This design comes from an exercise in tuning for small area and a short achievable clock period on the open sky130 flow, not from production work. In this exercise RTL edits were held to simulation tests only and were not proved equivalent to the original.

### design/flow/config.mk
export PLATFORM = sky130hd
export DESIGN_NAME = MedianFilter
export DESIGN_NICKNAME = MedianFilter
export VERILOG_FILES = /design/flow/design.v
export SDC_FILE = /design/flow/constraint.sdc
export NUM_CORES = 4
export LEC_CHECK = 0
export CAP_MARGIN = 20
export CORE_MARGIN = 2
export CORE_UTILIZATION = 40
export SLEW_MARGIN = 20
### design/flow/constraint.sdc
create_clock -name core_clock -period 33.0 [get_ports {clk}]
set_input_delay 6.6000 -clock core_clock [delete_from_list [all_inputs] [get_ports {clk}]]
set_output_delay 6.6000 -clock core_clock [all_outputs]
set_load 0.01 [all_outputs]
### design/flow/design.v
module MedianFilter#
  (parameter row = 430, col = 554)
  (input            clk,
  input signed[31:0]pixel,
  input       [7:0] data_in_0, data_in_1, data_in_2,
  input       [7:0] data_in_3, data_in_4, data_in_5,
  input       [7:0] data_in_6, data_in_7, data_in_8,
  output            done,
  output reg  [7:0]data_filtered);
  parameter angle0=0, angle1=1, angle2=2, angle3=3, 
            top_edge=4, bot_edge=5, left_edge=6, right_edge=7, 
            full_area=8;
  reg         [3:0]area;
  function [7:0] filter_3;
    input  [7:0]e_0;
    input  [7:0]e_1;
    input  [7:0]e_2;
    begin
      filter_3 = e_2;
      if(e_0 >= e_2 && e_0 <= e_1)
		    filter_3 = e_0;
		  else if(e_0 >= e_1 && e_0 <= e_2)
		    filter_3 = e_0;
	    else if(e_1 >= e_0 && e_1 <= e_2)
		    filter_3 = e_1;
	    else if(e_1 >= e_2 && e_1 <= e_0)
		    filter_3 = e_1;
	    else if(e_2 >= e_0 && e_2 <= e_1)
		    filter_3 = e_2;
	    else if(e_2 >= e_1 && e_2 <= e_0)
		    filter_3 = e_2;
    end
  endfunction
  function  [7:0] filter_9;
    input	  [7:0] e0_0;
    input	  [7:0] e0_1;
    input	  [7:0] e0_2;
    input	  [7:0] e1_0;
    input	  [7:0] e1_1;
    input	  [7:0] e1_2;
    input	  [7:0] e2_0;
    input	  [7:0] e2_1;
    input	  [7:0] e2_2;
    reg   	 [7:0] median_1;
    reg     [7:0] median_2;
    reg     [7:0] median_3;
    begin
      median_1 = filter_3(e0_0, e0_1, e0_2);
      median_2 = filter_3(e1_0, e1_1, e1_2);
      median_3 = filter_3(e2_0, e2_1, e2_2);
      filter_9 = filter_3(median_1, median_2, median_3);
    end
  endfunction 
  always@(posedge clk)
  begin
    if( pixel==0 ) 
      begin
        area = angle0;
      end
    else begin
      if( pixel==(row-1) )
        begin
          area = angle1;
        end
      else begin
        if( pixel==(row*(col-1)) )
          begin
            area = angle2;
          end
        else begin
          if( pixel==(row*col-1) )
            begin
              area = angle3;
            end
          else begin
            if( (pixel%row)==0 && pixel>0 && pixel<(row*(col-1)) )
              begin
                area = top_edge;
              end
            else begin
              if( ((pixel+1)%row)==0 && pixel>(row-1) && pixel<(row*col-1) )
                begin
                  area = bot_edge;
                end
              else begin
                if( pixel>=1 && pixel<=(row-2) )
                  begin
                   	area = left_edge;
                 	end
                else begin
                  if( pixel>=(row*(col-1)+1) && pixel<=(row*col-2) )
                    begin
                      area = right_edge;
                    end
                  else begin
                      area = full_area;
                    end
                end
              end
            end
          end
        end
      end
    end
    case (area)
      angle0:
      begin
        data_filtered = filter_9(data_in_4, data_in_4, data_in_5,
                                 data_in_4, data_in_4, data_in_5,
                                 data_in_7, data_in_7, data_in_8);
      end
      angle1:
      begin
        data_filtered = filter_9(data_in_1, data_in_1, data_in_2,
                                 data_in_4, data_in_4, data_in_5,
                                 data_in_4, data_in_4, data_in_5);
      end
      angle2:
      begin
        data_filtered = filter_9(data_in_3, data_in_4, data_in_4,
                                 data_in_3, data_in_4, data_in_4,
                                 data_in_6, data_in_7, data_in_7);
      end
      angle3:
      begin
        data_filtered = filter_9(data_in_0, data_in_1, data_in_1,
                                 data_in_3, data_in_4, data_in_4,
                                 data_in_3, data_in_4, data_in_4);
      end
      top_edge:
      begin
        data_filtered = filter_9(data_in_3, data_in_4, data_in_5,
                                 data_in_3, data_in_4, data_in_5,
                                 data_in_6, data_in_7, data_in_8);
      end
      bot_edge:
      begin
        data_filtered = filter_9(data_in_0, data_in_1, data_in_2,
                                 data_in_3, data_in_4, data_in_5,
                                 data_in_3, data_in_4, data_in_5);
      end
      left_edge:
      begin
        data_filtered = filter_9(data_in_1, data_in_1, data_in_2,
                                 data_in_4, data_in_4, data_in_5,
                                 data_in_7, data_in_7, data_in_8);
      end
      right_edge:
      begin
        data_filtered = filter_9(data_in_0, data_in_1, data_in_1,
                                 data_in_3, data_in_4, data_in_4,
                                 data_in_6, data_in_7, data_in_7);
      end
      full_area:
      begin
        data_filtered = filter_9(data_in_0, data_in_1, data_in_2,
                                 data_in_3, data_in_4, data_in_5,
                                 data_in_6, data_in_7, data_in_8);
      end
    endcase 
  end
    assign done = (pixel>=row*col-1) ? 1 : 0;           
endmodule
### design/flow/run.sh
#!/bin/bash
# synth_recipe.tcl (not shown) runs the flow's synth.tcl, then flattens the netlist and writes it again
# the make line also repeats each setting of config.mk as NAME=value (left out here)
make -C /OpenROAD-flow-scripts/flow DESIGN_CONFIG=/design/flow/config.mk WORK_HOME=/design/flow/orfs CLKGATE_MAP_FILE= SYNTH_SCRIPT=/design/flow/synth_recipe.tcl finish
==> results of run 1 <==
## critical path, delay by kind of cell
family	cells	cell delay [ps]
simple gates	19	5280
buf+inv	3	1010
fa+ha+maj	5	1480
mux	6	1790
compound gates	53	14760
xor+xnor	3	680
## cell type report
class,count,area share
Antenna cell,4,0.000326
Clock buffer,3,0.00244
Inverter,145,0.0177
Multi-Input combinational cell,3692,0.853
Sequential cell,8,0.00782
Tap cell,882,0.0359
Timing Repair Buffer,298,0.0828
## routing by layer
| layer | global-route usage | wire length, microns | vias to the layer above |
|---|---|---|---|
| li1 | - | - | 15783 |
| met1 | 0.344 | 43100 | 14913 |
| met2 | 0.414 | 42500 | 946 |
| met3 | 0.0180 | 4760 | 169 |
| met4 | 0.0651 | 2790 | 10 |
| met5 | 0 | 63 | - |
## what timing repair did
| action | in CTS | in global routing |
|---|---|---|
| buffers inserted | 0 | 31 |
| hold buffers | 0 | 0 |
| setup endpoints to repair | 0 | 8 |
| gates resized for setup | 0 | 100 |
## logic make-up (layout without fill, tap and decap cells)
kind of cell	Yosys count	after routing	synth area share
compound gates	1546	1546	0.417
xor+xnor	285	285	0.0933
fa+ha+maj	179	179	0.0792
buf+inv	304	446	0.0622
flops	8	8	0.00871
mux	121	121	0.0462
other cells	1	12	0.000136
simple gates	1553	1553	0.293
## placed cells by master, fill, tap and decap left out, types with 29 or more instances in the layout
cell type,count
a211oi_1,57
a21o_1,56
a21oi_1,289
a31oi_1,65
and2_1,57
and3_1,39
buf_4,182
clkdlybuf4s50_1,110
ha_1,153
inv_1,142
mux2i_1,80
nand2_1,354
nand2b_1,53
nand3_1,128
nand4_1,108
nor2_1,352
nor2b_1,39
nor3_1,115
nor4_1,29
o211ai_1,77
o21a_1,31
o21ai_0,246
o21ai_1,49
o22ai_1,59
o31ai_1,66
or2_2,33
or3_1,43
xnor2_1,179
xor2_1,83
## worst max path at each step
stage	start	end	slack, ps
after floorplan	pixel[0]	data_filtered[6]	4470
after global placement	pixel[1]	data_filtered[1]	590
after detailed placement	pixel[0]	data_filtered[3]	70
after CTS	pixel[0]	data_filtered[3]	230
after global routing	pixel[0]	data_filtered[5]	-110
final	pixel[1]	data_filtered[0]	1390
## cell usage after synthesis (all sizes together) (15+ instances only)
library cell / number / area share
o2111ai: 21 / 0.0071
or3: 55 / 0.014
nor3: 129 / 0.025
o21a: 37 / 0.010
a311oi: 23 / 0.011
xor2: 96 / 0.032
buf: 92 / 0.027
maj3: 25 / 0.0093
a221oi: 22 / 0.0088
or2: 48 / 0.011
a211o: 25 / 0.0084
clkbuf: 63 / 0.013
a22oi: 20 / 0.0063
o31a: 16 / 0.0053
ha: 154 / 0.070
a21o: 67 / 0.019
and3: 48 / 0.011
nor2b: 39 / 0.0089
nand3: 136 / 0.026
a2111oi: 20 / 0.010
nor2: 369 / 0.053
or4: 16 / 0.0049
a21oi: 316 / 0.061
nand2: 363 / 0.050
a211oi: 74 / 0.024
a31oi: 73 / 0.018
o22ai: 63 / 0.015
nor4: 39 / 0.011
mux2: 32 / 0.013
o221ai: 15 / 0.0054
and2: 72 / 0.017
inv: 143 / 0.019
nand2b: 53 / 0.012
xnor2: 189 / 0.061
o31ai: 80 / 0.024
o311ai: 18 / 0.0078
a31o: 21 / 0.0067
mux2i: 89 / 0.033
o21ai: 323 / 0.063
nand4: 110 / 0.026
a21boi: 26 / 0.0080
o211ai: 88 / 0.026
o211a: 18 / 0.0065
## metrics by stage
| stage | utilization | cell area, sq um |
|---|---|---|
| 2_1_floorplan | - | 27600 |
| 3_3_place_gp | 0.436 | 29800 |
| 3_5_place_dp | 0.436 | 29800 |
| 4_1_cts | 0.437 | 29900 |
| 5_1_grt | 0.449 | 30700 |
| 6_report | 0.449 | 30700 |
==> impl_metrics.json, run 1 <==
{
  "place_ws_ps": 68.8,
  "placed_cells": 4993,
  "drt_iter0_drc": 2603,
  "hp-class": "input port to register",
  "syn_avg_cell_area_sq_um": 6.90,
  "holdPathStages": 4,
  "max_stage_delay_ps": 600,
  "track_usage": 0.248,
  "ys_seq_area_frac": 0.00871,
  "synth-edff-count": 8,
  "worstSetupStartpointType": "input port",
  "cts_root_buf": "clkbuf_16",
  "crit_type": "input port to register",
  "largest_reg_flops": 8,
  "multi_input_area_sq_mm": 0.0262,
  "fp.dieArea_sq_mm": 0.0710,
  "die_y_microns": 267,
  "hold_end": "data_filtered[2]",
  "synth-seq-cells": 8,
  "synthArstFlopShare": 0,
  "fill_cells": 7152,
  "grt_overflow": 0,
  "clock_sinks": 8,
  "fin_crit_sh": 0.958,
  "maxSlewViolCount": 0,
  "drtAntennaViolNets": 0,
  "cp-end-kind": "register",
  "synth_cell_types": 178,
  "vias": 31821,
  "hold_slack_ps": 7310,
  "max_slew.worst_pin.slew_ps": 1070,
  "crit_path_max_fanout": 13,
  "cpMostUsedCell": "o21ai_2",
  "fp-row-count": 96,
  "dp_hpwl_microns": 75900,
  "worstPathRequired_ps": 33040,
  "slowest_stage": "or4_4",
  "fin_nets": 4407,
  "final-instance-count-excl-fill": 5032,
  "antenna_found_initial": 9,
  "post_drt_wl_per_cell_microns": 18.5,
  "core_sq_mm": 0.0685,
  "start_util": 0.403,
  "period_needed_ps": 31610,
  "first_global_vias": 28644,
  "drive_above_1_share": 0.161,
  "hold_viol_final": 0,
  "relSlewSlack": 0.277,
  "netlist_area_sq_mm": 0.0276,
  "area.growth.synth_to_final_pct": 11.5,
  "timing.setup.tns_ps": 0,
  "min_from": "data_in_4[2]",
  "cts_tree": "built",
  "cap_violations": 0,
  "grt_max_degree": 49,
  "ys.warnings.count": 1,
  "netlist_instances": 3997,
  "status": "complete, no violations",
  "seqCellArea_sq_um": 240,
  "boundaryPins": 114,
  "synth_ff_type": "edfxtp_1",
  "gp_congestion": 0.944,
  "io_buffers": 113,
  "drt_first_pass_iters": 6,
  "wl_microns": 93300,
  "fmax_ghz": 0.0316,
  "path_clk_slew_ps": 40,
  "via_per_inst": 6.32,
  "die_x_microns": 267,
  "fin_ws_ps": 1390,
  "grt_pass1_wl_microns": 150000,
  "cts_buffers": 3,
  "setup_viol": 0,
  "htreeDepth": 1,
  "worst_ep_arrival_time_ps": 31650,
  "remaining_drc_errors": 0,
  "cts_buffer_depth": 2
}
==> inputs of run 2 (changes only) <==
==> design/flow/design.v (replaced) <==
module MedianFilter#
  (parameter row = 430, col = 554)
  (input            clk,
  input signed[31:0]pixel,
  input       [7:0] data_in_0, data_in_1, data_in_2,
  input       [7:0] data_in_3, data_in_4, data_in_5,
  input       [7:0] data_in_6, data_in_7, data_in_8,
  output            done,
  output reg  [7:0]data_filtered);
  function ge8;
    input [7:0] a, b;
    integer i;
    reg g;
    begin
      g = 1'b1;
      for (i = 0; i < 8; i = i + 1)
        g = (a[i] & ~b[i]) | (a[i] & g) | (~b[i] & g);
      ge8 = g;
    end
  endfunction
  function [7:0] med3;
    input [7:0] a, b, c;
    input       mid;
    reg gab, gbc, gac, sa, sb, sc;
    begin
      gab = ge8(a, b);
      gbc = ge8(b, c);
      gac = ge8(a, c);
      sa  = ~mid & (gab ^ gac);
      sb  = mid | ~(gab ^ gbc);
      sc  = ~mid & (gac ^ gbc);
      med3 = ({8{sa}} & a) | ({8{sb}} & b) | ({8{sc}} & c);
    end
  endfunction
  wire [17:0] s = pixel[17:0];
  wire lo18 = ~pixel[31] & ~|pixel[30:18];    
  wire inimg = lo18 & (s <= 18'd238219);      
  wire fl = ~pixel[31] & ~|pixel[30:9] & (pixel[8:0] < 9'd430);
  wire fr = inimg & (s >= 18'd237790);
  wire lr = fl | fr;
  wire [8:0] w = s[7:1] + {2'b0, ~s[14:8]} + s[17:15] + s[0];
  wire z43 = (w == 9'd41) | (w == 9'd84) | (w == 9'd127) |
             (w == 9'd170) | (w == 9'd213) | (w == 9'd256);
  wire [5:0] h = s[4:1] + s[8:5] + s[12:9] + s[16:13] + s[17] + s[0];
  wire z5 = (h == 6'd0) | (h == 6'd5) | (h == 6'd10) | (h == 6'd15) |
            (h == 6'd20) | (h == 6'd25) | (h == 6'd30) | (h == 6'd35) |
            (h == 6'd40) | (h == 6'd45) | (h == 6'd50) | (h == 6'd55) |
            (h == 6'd60);
  wire tb = inimg & z43 & z5;
  wire [7:0] m0 = med3(data_in_0, data_in_1, data_in_2, lr);
  wire [7:0] m1 = med3(data_in_3, data_in_4, data_in_5, lr);
  wire [7:0] m2 = med3(data_in_6, data_in_7, data_in_8, lr);
  always @(posedge clk)
    data_filtered <= med3(m0, m1, m2, tb);
  assign done = (pixel >= row*col-1) ? 1'b1 : 1'b0;
endmodule
==> run 2 against run 1 <==
Effect of this change:
- critical path type is now input port to primary output
- synthesized cell count down 86%
- non-clock buffer count fell by 184
- via count fell by 85%
- die area down 84%
- cell area down 82%
- global-route usage shrank 2.0 points
- highest routed layer is now met3
==> impl_metrics.json, run 2 <==
{
  "status": "complete, no violations",
  "synth_ff_type": "dfxtp_1",
  "synthArstFlopShare": 0,
  "remaining_drc_errors": 0,
  "cap_violations": 0,
  "max_slew.worst_pin.slew_ps": 992,
  "fill_cells": 959,
  "wl_microns": 13200,
  "worst_ep_arrival_time_ps": 8640,
  "crit_path_cell_trace": "clkdlybuf4s50_1 -> or4_4 -> o211a_2 -> a31oi_2 -> a21oi_1 -> clkdlybuf4s50_1",
  "max_stage_delay_ps": 590,
  "drive_above_1_share": 0.0828,
  "design_area_sq_mm": 0.00539,
  "cp-endpoint": "done",
  "hold_viol_final": 0,
  "crit_type": "input port to primary output",
  "grt_pass1_wl_microns": 21800,
  "syn_avg_cell_area_sq_um": 7.57,
  "ys.warnings.count": 1,
  "io_buffers": 113,
  "multi_input_area_sq_mm": 0.00366,
  "fmax_ghz": 0.0656,
  "grt_overflow": 0,
  "synth_most_common_cell": "inv_1",
  "antenna_cells": 0,
  "fp-row-count": 36,
  "fin_nets": 789,
  "timing.setup.tns_ps": 0,
  "gp_congestion": 0.893,
  "ys_seq_area_frac": 0.0390,
  "crit_family": "buffers and inverters",
  "synth_top_cell_by_area": "fa_1",
  "cpMostUsedCell": "clkdlybuf4s50_1",
  "seqCellArea_sq_um": 160,
  "hold_buffers": 0,
  "boundaryPins": 114,
  "track_usage": 0.228,
  "crit_cells": 6,
  "drt_iter0_drc": 303,
  "worstSetupStartpointType": "input port",
  "cts_root_buf": "clkbuf_8",
  "fin_crit_sh": 0.462,
  "slowest_stage": "or4_4",
  "final_cell_mix": "clkdlybuf4s50_1 (113), inv_1 (58), a21oi_1 (38), nand2_1 (37), nor2_1 (30)",
  "htreeDepth": 1,
  "largest_reg_flops": 8,
  "die_y_microns": 105,
  "fp.dieArea_sq_mm": 0.0111,
  "antenna_found_initial": 0,
  "synth_cell_types": 105,
  "synth-edff-count": 0,
  "vias": 4836,
  "synth_top_area_share": 0.0633,
  "clock_sinks": 8,
  "worstPathRequired_ps": 26400,
  "via_per_inst": 6.16,
  "die_x_microns": 105,
  "dpl_cell_area_sq_mm": 0.00535,
  "crit_buf_inv": 2,
  "layout_commonest_cell": "clkdlybuf4s50_1",
  "start_util": 0.417,
  "cts_tree": "built",
  "crit_path_max_fanout": 6,
  "cts-resized-gates": 0,
  "path_clk_slew_ps": 40,
  "post_cts_buffers": 0,
  "relSlewSlack": 0.339,
  "grt_max_degree": 15,
  "cts_buffer_depth": 2,
  "fin_util": 0.546,
  "drtAntennaViolNets": 0,
  "dp_hpwl_microns": 10800,
  "hold_slack_ps": 7330,
  "synth-seq-cells": 8,
  "netlist_area_sq_mm": 0.00411,
  "post_drt_wl_per_cell_microns": 16.8,
  "setup_viol": 0,
  "area.growth.synth_to_final_pct": 31.1,
  "rsz0062_at_grt": "false",
  "yosys-top-cells-count": "inv_1 (58), a21oi_1 (38), nand2_1 (37), nor2_1 (30), o21ai_0 (22)",
  "maxSlewViolCount": 0,
  "netlist_instances": 543,
  "first_global_vias": 4528,
  "cts_buffers": 3,
  "core_sq_mm": 0.00986,
  "startpoint": "pixel[14]",
  "drt_first_pass_iters": 6,
  "synth.area.top_cells": "fa_1 (6.3%), inv_1 (5.3%), ha_1 (5.2%)",
  "cp-end-kind": "primary output",
  "hp-class": "input port to register",
  "period_needed_ps": 15240
}
-- run 2: cell count changes in the layout (fill, tap and decap cells not counted), sizes merged, moves of 85 or more --
cell / delta
xnor2: -178
ha: -137
buf: -184
mux2i: -86
nand4: -108
nor2: -339
o21ai: -296
a21oi: -277
nand2: -324
inv: -85
nand3: -123
xor2: -91
nor3: -121
-- run 2: through the flow --
| step | instances | setup slack (ps) |
|---|---|---|
| floorplan | 543 | 18860 |
| global placement | 782 | 17780 |
| detailed placement | 782 | 17760 |
| CTS | 785 | 17760 |
| global route | 785 | 17630 |
| finish | 785 | 17760 |
-- run 2: worst min-delay path: cells and delay by family --
family / cells / cell delay [ps]
buffers and inverters: 1 / 520
AO/OA/AOI/OAI: 2 / 390
-- run 2: kinds of logic after synthesis --
group | after synthesis | synth area share
compound gates | 235 | 0.466
simple gates | 165 | 0.218
buf+inv | 67 | 0.0703
fa+ha+maj | 48 | 0.161
xor+xnor | 16 | 0.0359
flops | 8 | 0.0390
mux | 4 | 0.0100
-- run 2: routing by layer --
metal	GRT usage	share of wire	vias to the layer above	wire length [microns]
met4	0.0248	0	0	0
met1	0.331	0.47	2271	6200
met2	0.377	0.46	191	6110
met3	0.0210	0.068	0	901
met5	0	0	-	0
li1	-	-	2374	-
-- run 2: layout make-up --
cell class,instances,area share
Multi-Input combinational cell,468,0.679
Timing Repair Buffer,114,0.211
Inverter,59,0.0411
Tap cell,133,0.0309
Sequential cell,8,0.0297
Clock buffer,3,0.00766
-- run 2: worst min path at each step --
stage / start / endpoint / slack (ps) / cells past startpoint
3_3_place_gp: data_filtered[7] / data_filtered[7] / 7350 / 1
3_5_place_dp: data_filtered[3] / data_filtered[3] / 7330 / 1
4_1_cts: data_in_5[0] / data_filtered[0] / 7300 / 4
6_report: data_in_5[2] / data_filtered[2] / 7330 / 3
5_1_grt: data_in_5[0] / data_filtered[0] / 7340 / 4
2_1_floorplan: data_in_3[7] / data_filtered[7] / 6820 / 2
==> inputs of run 3 (changes only) <==
==> design/flow/flow/run.sh (new file) <==
#!/bin/bash
# Layout flow: the standard flow, except that
#  - synthesis maps the logic with an area-oriented ABC script (flow/area.abc);
#    everything else in synthesis, registers included, is as standard.sh synth does it;
#  - the port buffers are the smallest buffer, sky130_fd_sc_hd__buf_1.
# Each tool's output goes to a log file of its own in this folder.
set -euo pipefail
W=$PWD
R=$W/orfs/results/$FLOW_PLATFORM/MedianFilter/base

# 1. The standard synthesis, kept for reference.
bash standard.sh synth > 1_standard_synth.log 2>&1
cp $R/1_2_yosys.v $W/standard_1_2_yosys.v

# 2. The same synthesis with the area ABC script; it replaces 1_2_yosys.v.
MY_ABC_SCRIPT=$W/flow/area.abc make -C $FLOW_HOME DESIGN_CONFIG=$W/config.mk \
  WORK_HOME=$W/orfs CLKGATE_MAP_FILE= SYNTH_SCRIPT=$W/flow/my_synth.tcl \
  do-yosys > 2_area_synth.log 2>&1
cp $W/orfs/logs/$FLOW_PLATFORM/MedianFilter/base/1_2_yosys.log $W/2_area_synth_yosys.log

# The registers must be the standard synthesis's: same names, same cells.
regs() { grep -E '^\s*sky130_fd_sc_hd__(df|ed|sd)[a-z0-9_]*\s' "$1" | awk '{print $1, $2}' | sort; }
if ! diff <(regs $W/standard_1_2_yosys.v) <(regs $R/1_2_yosys.v) > 3_register_check.log 2>&1; then
  echo "register mismatch" >> 3_register_check.log
  exit 1
fi

# 3. The rest of the standard flow, from 1_synth.odb to the final DEF.
BUFFER_PORTS_ARGS="-buffer_cell sky130_fd_sc_hd__buf_1" bash standard.sh finish > 4_layout.log 2>&1
==> design/flow/flow/area.abc (new file) <==
strash
&get -n
&fraig -x
&put
scorr
dc2
dretime
strash
&get -n
&dch -f
&nf -a
&put
==> design/flow/flow/my_synth.tcl (new file) <==
# The standard synthesis (synth_recipe.tcl), with ABC run on this flow's own
# script in place of ORFS's abc_speed/abc_area script.
proc synth {args} { yosys synth -nofsm -noshare {*}$args }
proc abc {args} {
  set i [lsearch -exact $args -script]
  if {$i >= 0} { lset args [expr {$i + 1}] $::env(MY_ABC_SCRIPT) }
  set j [lsearch -exact $args -D]
  if {$j >= 0} { set args [lreplace $args $j [expr {$j + 1}]] }
  yosys abc {*}$args
}
source $::env(SCRIPTS_DIR)/synth.tcl
# left out here: clear keep_hierarchy, flatten, clean up, hide names made inside functions, write 1_2_yosys.v
==> design/flow/standard.sh (new file) <==
#!/bin/bash
# synth_recipe.tcl (not shown) runs the flow's synth.tcl, then flattens the netlist and writes it again
# the make line also repeats each setting of config.mk as NAME=value (left out here)
make -C /OpenROAD-flow-scripts/flow DESIGN_CONFIG=/design/flow/config.mk WORK_HOME=/design/flow/orfs CLKGATE_MAP_FILE= SYNTH_SCRIPT=/design/flow/synth_recipe.tcl "${@:-finish}"
removed: design/flow/run.sh
==> run 3 against run 2 <==
Effect of this change:
- worst setup slack improved by 560 ps
- first-iteration DRC count fell by 17%
- maximum frequency rose by 3.8%
- sequential share of layout area rose by 1.5 points
==> impl_metrics.json, run 3 <==
{
  "status": "complete, no violations",
  "layout_commonest_cell": "buf_1",
  "grt_overflow": 0,
  "period_needed_ps": 14680,
  "post_cts_buffers": 0,
  "hold_slack_ps": 6920,
  "fp.dieArea_sq_mm": 0.00816,
  "netlist_area_sq_mm": 0.00298,
  "grt_use_met3": 0.0159,
  "placed_cells": 625,
  "worst_ep_arrival_time_ps": 8080,
  "cts_tree": "built",
  "start_util": 0.411,
  "synth_top_family_by_area": "compound AO/OA/AOI/OAI gates",
  "fp-row-count": 31,
  "path_clk_slew_ps": 40,
  "hold_viol_final": 0,
  "crit_type": "input port to primary output",
  "synth-edff-count": 0,
  "crit_path_max_fanout": 5,
  "fmax_ghz": 0.0681,
  "io_buffers": 113,
  "area.growth.synth_to_final_pct": 20.0,
  "worstSetupStartpointType": "input port",
  "cap_violations": 0,
  "hold_buffers": 0,
  "synth_top_cell_by_area": "fa_1",
  "drtAntennaViolNets": 0,
  "synth_most_common_cell": "clkinv_1",
  "core_sq_mm": 0.00725,
  "cts_buffer_depth": 2,
  "syn_avg_cell_area_sq_um": 7.23,
  "grt.met1_usage": 0.326,
  "synth_xor_area_frac": 0.0588,
  "gr-usage-met2": 0.382,
  "cts_buffers": 3,
  "hold_end": "data_filtered[0]",
  "cts-resized-gates": 0,
  "relSlewSlack": 0.460,
  "rsz0062_at_grt": "false",
  "dp_hpwl_microns": 7930,
  "drive_above_1_share": 0.00756,
  "track_usage": 0.228,
  "ys.warnings.count": 1,
  "fin_crit_sh": 0.445,
  "clock_sinks": 8,
  "synth_top_area_share": 0.0873,
  "fin_nets": 666,
  "antenna_cells": 0,
  "grt.busiest_layer": "met2",
  "htreeDepth": 1,
  "holdPathStages": 4,
  "worstPathRequired_ps": 26400,
  "hp-class": "input port to register",
  "synth-seq-cells": 8,
  "synth_compound_area_frac": 0.462,
  "synthMuxAreaShare": 0,
  "maxSlewViolCount": 0,
  "gp_congestion": 0.888,
  "boundaryPins": 114,
  "synthAdderAreaFrac": 0.159,
  "cp-end-kind": "primary output",
  "grt_max_degree": 20,
  "max_slew.worst_pin.slew_ps": 810,
  "dpl_cell_area_sq_mm": 0.00354,
  "post_drt_wl_per_cell_microns": 14.8,
  "via_per_inst": 6.03,
  "synth_ff_type": "dfxtp_1",
  "die_x_microns": 90.3,
  "setup_viol": 0,
  "final-instance-count-excl-fill": 628,
  "synthArstFlopShare": 0,
  "cts_root_buf": "clkbuf_8",
  "ys_seq_area_frac": 0.0537,
  "yosys-top-cells-count": "clkinv_1 (63), o22ai_1 (35), a21oi_1 (33), nand2b_1 (22)",
  "drt_first_pass_iters": 5,
  "synth.area.top_cells": "fa_1 (8.7%), clkinv_1 (7.9%), o22ai_1 (7.3%)",
  "wl_microns": 9300,
  "timing.setup.tns_ps": 0,
  "first_global_vias": 3374,
  "design_area_sq_mm": 0.00358,
  "netlist_instances": 412,
  "grt_pass1_wl_microns": 15900,
  "largest_reg_flops": 8,
  "min_from": "data_in_6[0]",
  "drt_iter0_drc": 252,
  "synth-simple-area-share": 0.187,
  "vias": 3785,
  "remaining_drc_errors": 0,
  "antenna_found_initial": 0,
  "synth_cell_types": 41,
  "die_y_microns": 90.3,
  "fill_cells": 796,
  "final_cell_mix": "buf_1 (113), clkinv_1 (63), o22ai_1 (35), a21oi_1 (33), nand2b_1 (22)"
}
run 3: changes by cell type after synthesis, sizes merged, moves of 10 or more:
cell and change:
o21ai -13, inv -58, nor2 -16, a22oi +12, o221ai -13, o22ai +23, maj3 -18, a211oi -10
clkinv +62, nand2 -22, a222oi +12, a221o +17
run 3: cell type report:
class                           count  area (sq um)  area share
Multi-Input combinational cell    341          2580       0.722
Tap cell                           99           124      0.0346
Timing Repair Buffer              114           432       0.121
Inverter                           63           236      0.0661
Sequential cell                     8           160      0.0448
Clock buffer                        3          41.3      0.0115
run 3: routing by layer:
metal | share of wire | up-vias
li1 | - | 1889
met1 | 0.47 | 1733
met2 | 0.46 | 156
met3 | 0.056 | 7
met4 | 0.0075 | 0
met5 | 0 | -
run 3: through the flow:
step | util | worst slack, ps
floorplan | - | 18830
global placement | 0.487 | 18310
detailed placement | 0.487 | 18330
CTS | 0.493 | 18310
global route | 0.493 | 18070
finish | 0.493 | 18320
run 3: cell families (layout without fill, tap and decap cells):
family                     count (synthesis)  count (layout)
AOI/OAI and AO/OA                        188             188
xor gates and xnor gates                  20              20
adders and majority gates                 30              30
buffers and inverters                     63             180
DFF                                        8               8
and+or+nand+nor                          103             103
run 3: critical path, stage by stage:
cell	delay (ps)
buf_1	170
a2111oi_0	510
o221ai_1	240
o211ai_1	220
nand2_1	70
nand3_1	80
a21oi_1	70
buf_1	130
run 3: how the worst max path moves through the flow:
| stage | start | to | slack (ps) | cells past startpoint |
|---|---|---|---|---|
| 3_5_place_dp | pixel[2] | done | 18330 | 8 |
| 6_report | pixel[2] | done | 18320 | 8 |
| 5_1_grt | pixel[2] | done | 18070 | 8 |
| 4_1_cts | pixel[2] | done | 18310 | 8 |
| 3_3_place_gp | pixel[2] | done | 18310 | 8 |
| 2_1_floorplan | pixel[2] | done | 18830 | 6 |

## static timing again, ports no longer ideal
No port has a modelled driver above. Below, the same layouts with a new extraction and two added sets of constraints.
Step 1 assumes that a clkbuf_16 drives the clock port and a buf_2 every other input.
Step 2 moves the port delays by t, midway between the first and last clock arrival at a register: inputs arrive t later, outputs are due t later. That takes back most of the time a late clock gives input paths.
Slacks: ideal / step 1 / step 2; pairs: ideal / step 1.
run	t (ns)	slack for setup (ns)	hold WS [ns]	worst setup path after step 2	pins driven straight from the clock port
run 1	0.269	1.391 / 1.387 / 1.118	7.308 / 7.300 / 7.506	input to register	1
run 2	0.240	17.761 / 17.732 / 17.732	7.331 / 7.344 / 7.359	input to output	1
run 3	0.249	18.320 / 18.298 / 18.298	6.919 / 6.923 / 6.997	input to output	1
After both steps setup and hold are still met in every run listed. For run 1, which loses most, drivers alone change the setup slack by -0.004 ns; drivers and shift together by -0.273 ns.
